Context: an optimization exercise on an open-source flow, tuned for small area. The choices shown serve that exercise and are no tape-out recipe. Only simulation tests tie the RTL to the original design; equivalence was not proved. Power and IR drop assume default switching activity.

## nickel
==> flow/design.v <==
module z_1_rtc_top #(
	parameter [16:0] INTERNAL_COUNT = 17'd78125
)(
	input  clk,
	input  rst,
	output spi_miso,
	input  spi_sck,
	input  spi_ss_n,
	input  spi_mosi,
	output half_hz,
	input  freq_in
);
reg s_trig, l_trig, roll, l_roll, one_hz, half;
reg [16:0] dcnt;
wire trig_pulse = s_trig & ~l_trig;
wire dinc = roll & ~l_roll;
wire hit = (dcnt == INTERNAL_COUNT);
always @(posedge clk) begin
	s_trig <= freq_in & ~rst;
	l_trig <= s_trig;
	l_roll <= roll;
	if (rst) begin
		roll <= 1'b0;
		dcnt <= 17'd0;
		one_hz <= 1'b0;
		half <= 1'b0;
	end else begin
		roll <= roll ^ trig_pulse;
		one_hz <= hit;
		half <= half ^ hit;
		dcnt <= hit ? 17'd0 : dcnt + {16'd0, dinc};
	end
end
assign half_hz = half;
wire sclk_in = spi_sck & ~spi_ss_n;
wire mosi_in = spi_mosi & ~spi_ss_n;
reg s_sclk, ds_sclk;
always @(posedge clk) begin
	s_sclk <= sclk_in;
	ds_sclk <= s_sclk;
end
wire pp = s_sclk & ~ds_sclk;
wire np = ~s_sclk & ds_sclk;
reg [7:0] rxb;
reg [3:0] bi;
wire rx_dv = (bi == 4'd9);
always @(posedge clk) begin
	if (pp) rxb <= {rxb[6:0], mosi_in};
	if (rst)
		bi <= 4'd0;
	else if (bi == 4'd8)
		bi <= 4'd9;
	else if (rx_dv)
		bi <= {3'd0, pp};
	else if (pp)
		bi <= bi + 4'd1;
end
localparam [1:0] M_IDLE = 2'd0, M_WR = 2'd1, M_RD = 2'd2;
reg [1:0] mode;
reg [3:0] cnt;
reg ph;
reg sendd;
reg [63:0] ob;
reg [63:0] q;
reg inc1;
reg [7:0] txb;
reg [3:0] bo;
reg miso_r;
wire halt = (bo != 4'd0);
wire busy = (bo[3] | bo[2] | bo[1]);
wire is_w = (mode == M_WR);
wire is_r = (mode == M_RD);
wire s3 = is_r & ph & (cnt == 4'd15);
wire s4 = is_r & ~ph;
wire ld = is_w & (cnt == 4'd11);
wire send = s4 & ~halt;
always @(posedge clk) begin
	ph <= ~ph;
	sendd <= send;
	if (rst) begin
		mode <= M_IDLE;
	end else begin
		case (mode)
			M_IDLE: begin
				if (rx_dv && rxb == 8'h01) begin
					mode <= M_WR;
					cnt <= 4'd0;
				end else if (rx_dv && rxb == 8'h02) begin
					mode <= M_RD;
					cnt <= 4'd15;
					ph <= 1'b1;
				end
			end
			M_WR: begin
				if (rx_dv | cnt[3]) cnt <= cnt + 4'd1;
				if (ld) mode <= M_IDLE;
			end
			default: begin
				if (s3 | send) cnt <= cnt + 4'd1;
				if (s4 && cnt == 4'd8) mode <= M_IDLE;
			end
		endcase
	end
end
wire ob_sh = (is_w & rx_dv) | sendd;
wire ob_hold = ~s3 & ~ob_sh;
always @(posedge clk) begin
	ob <= ({64{s3}} & q) | ({64{ob_sh}} & {ob[55:0], rxb}) | ({64{ob_hold}} & ob);
end
wire ldx = ld & ~one_hz;
wire [64:0] qc;
wire [8:0] bc;
assign bc[0] = inc1;
genvar gi, gb;
generate for (gb = 0; gb < 8; gb = gb + 1) begin : g_blk
	assign bc[gb+1] = bc[gb] & (&q[gb*8 +: 8]);
	assign qc[gb*8] = bc[gb];
	for (gi = gb*8; gi < gb*8 + 7; gi = gi + 1) begin : g_qc
		assign qc[gi+1] = qc[gi] & q[gi];
	end
end endgenerate
always @(posedge clk) begin
	inc1 <= one_hz;
	q <= {64{~rst}} & (({64{ldx}} & ob) | ({64{~ldx}} & (q ^ qc[63:0])));
end
always @(posedge clk) begin
	if (rst) begin
		bo <= 4'd0;
		miso_r <= 1'b0;
	end else if (sendd) begin
		bo <= 4'd9;
	end else if (np & busy) begin
		miso_r <= txb[7];
		bo <= bo - 4'd1;
	end else if (bo == 4'd1) begin
		bo <= 4'd0;
	end
end
wire tx_sh = np & busy;
wire tx_hold = ~sendd & ~tx_sh;
always @(posedge clk)
	txb <= ({8{sendd}} & ob[63:56]) | ({8{tx_sh}} & {txb[6:0], 1'b0}) | ({8{tx_hold}} & txb);
assign spi_miso = miso_r;
endmodule
clock: 10.0 ns
lec_check: 0
cap_margin: 20
core_margin: 2
core_utilization: 40
slew_margin: 20
run.sh (not shown) runs the stock make flow with config.mk's settings and CLKGATE_MAP_FILE= SYNTH_SCRIPT=/design/flow/synth_recipe.tcl, a recipe that flattens the netlist after the stock synthesis.
#### Input delta (sierra over nickel)
--- a/flow/design.v
+++ b/flow/design.v
@@ -102,43 +102,35 @@
 		endcase
 	end
 end
-wire ob_sh = (is_w & rx_dv) | sendd;
-wire ob_hold = ~s3 & ~ob_sh;
 always @(posedge clk) begin
-	ob <= ({64{s3}} & q) | ({64{ob_sh}} & {ob[55:0], rxb}) | ({64{ob_hold}} & ob);
+	if (s3)
+		ob <= q;
+	else if ((is_w & rx_dv) | sendd)
+		ob <= {ob[55:0], rxb};
 end
-wire ldx = ld & ~one_hz;
-wire [64:0] qc;
-wire [8:0] bc;
-assign bc[0] = inc1;
-genvar gi, gb;
-generate for (gb = 0; gb < 8; gb = gb + 1) begin : g_blk
-	assign bc[gb+1] = bc[gb] & (&q[gb*8 +: 8]);
-	assign qc[gb*8] = bc[gb];
-	for (gi = gb*8; gi < gb*8 + 7; gi = gi + 1) begin : g_qc
-		assign qc[gi+1] = qc[gi] & q[gi];
-	end
-end endgenerate
 always @(posedge clk) begin
 	inc1 <= one_hz;
-	q <= {64{~rst}} & (({64{ldx}} & ob) | ({64{~ldx}} & (q ^ qc[63:0])));
+	if (rst)
+		q <= 64'd0;
+	else if (ld & ~one_hz)
+		q <= ob;
+	else if (inc1)
+		q <= q + 64'd1;
 end
 always @(posedge clk) begin
 	if (rst) begin
 		bo <= 4'd0;
 		miso_r <= 1'b0;
 	end else if (sendd) begin
+		txb <= ob[63:56];
 		bo <= 4'd9;
 	end else if (np & busy) begin
 		miso_r <= txb[7];
+		txb <= {txb[6:0], 1'b0};
 		bo <= bo - 4'd1;
 	end else if (bo == 4'd1) begin
 		bo <= 4'd0;
 	end
 end
-wire tx_sh = np & busy;
-wire tx_hold = ~sendd & ~tx_sh;
-always @(posedge clk)
-	txb <= ({8{sendd}} & ob[63:56]) | ({8{tx_sh}} & {txb[6:0], 1'b0}) | ({8{tx_hold}} & txb);
 assign spi_miso = miso_r;
 endmodule
==> comparison <==
In the reports for nickel and sierra, the smaller worst setup slack belongs to sierra. sierra vs. nickel: clock network fraction of total power went down by 2.5 points. On sierra: clock period minus final worst setup slack is 0.69 ns higher than what nickel gave. sierra vs nickel: leakage power figure down. sierra vs. nickel: actual transition at the worst max-transition pin went up 0.095 ns, number of ordinary and repair buffers in the finished layout up 2, total routed wirelength moved up, total global routing track utilization increased by 2.6 points relative to the old numbers.

afterwards: timing with drivers on the ports:
No port has a modelled driver above. Below, the same layouts with a new extraction and two added sets of constraints.
Step 1: set_driving_cell puts a clkbuf_16 on clk and a buf_2 on each other input, an assumption about the parent block.
Step 2 adds t to the input delays and takes it off the output delays; t is the mean of the earliest and latest rising clock arrival at the registers after step 1. Input paths then give back, and output paths get back, about the clock's delay inside the block.
a / b / c = ideal ports / drivers / drivers and shift; a / b = the first two.
run | t (ns) | slack for setup (ns) | hold slack, ns | pins driven straight from the clock port
nickel | 0.483 | 6.646 / 6.620 / 6.188 | 0.345 / 0.345 / 0.345 | 1
sierra | 0.475 | 5.952 / 5.974 / 5.499 | 0.345 / 0.345 / 0.345 | 1
After both steps setup and hold are still met in every run listed. For nickel, which loses most, drivers alone change the setup slack by -0.026 ns; drivers and shift together by -0.458 ns.
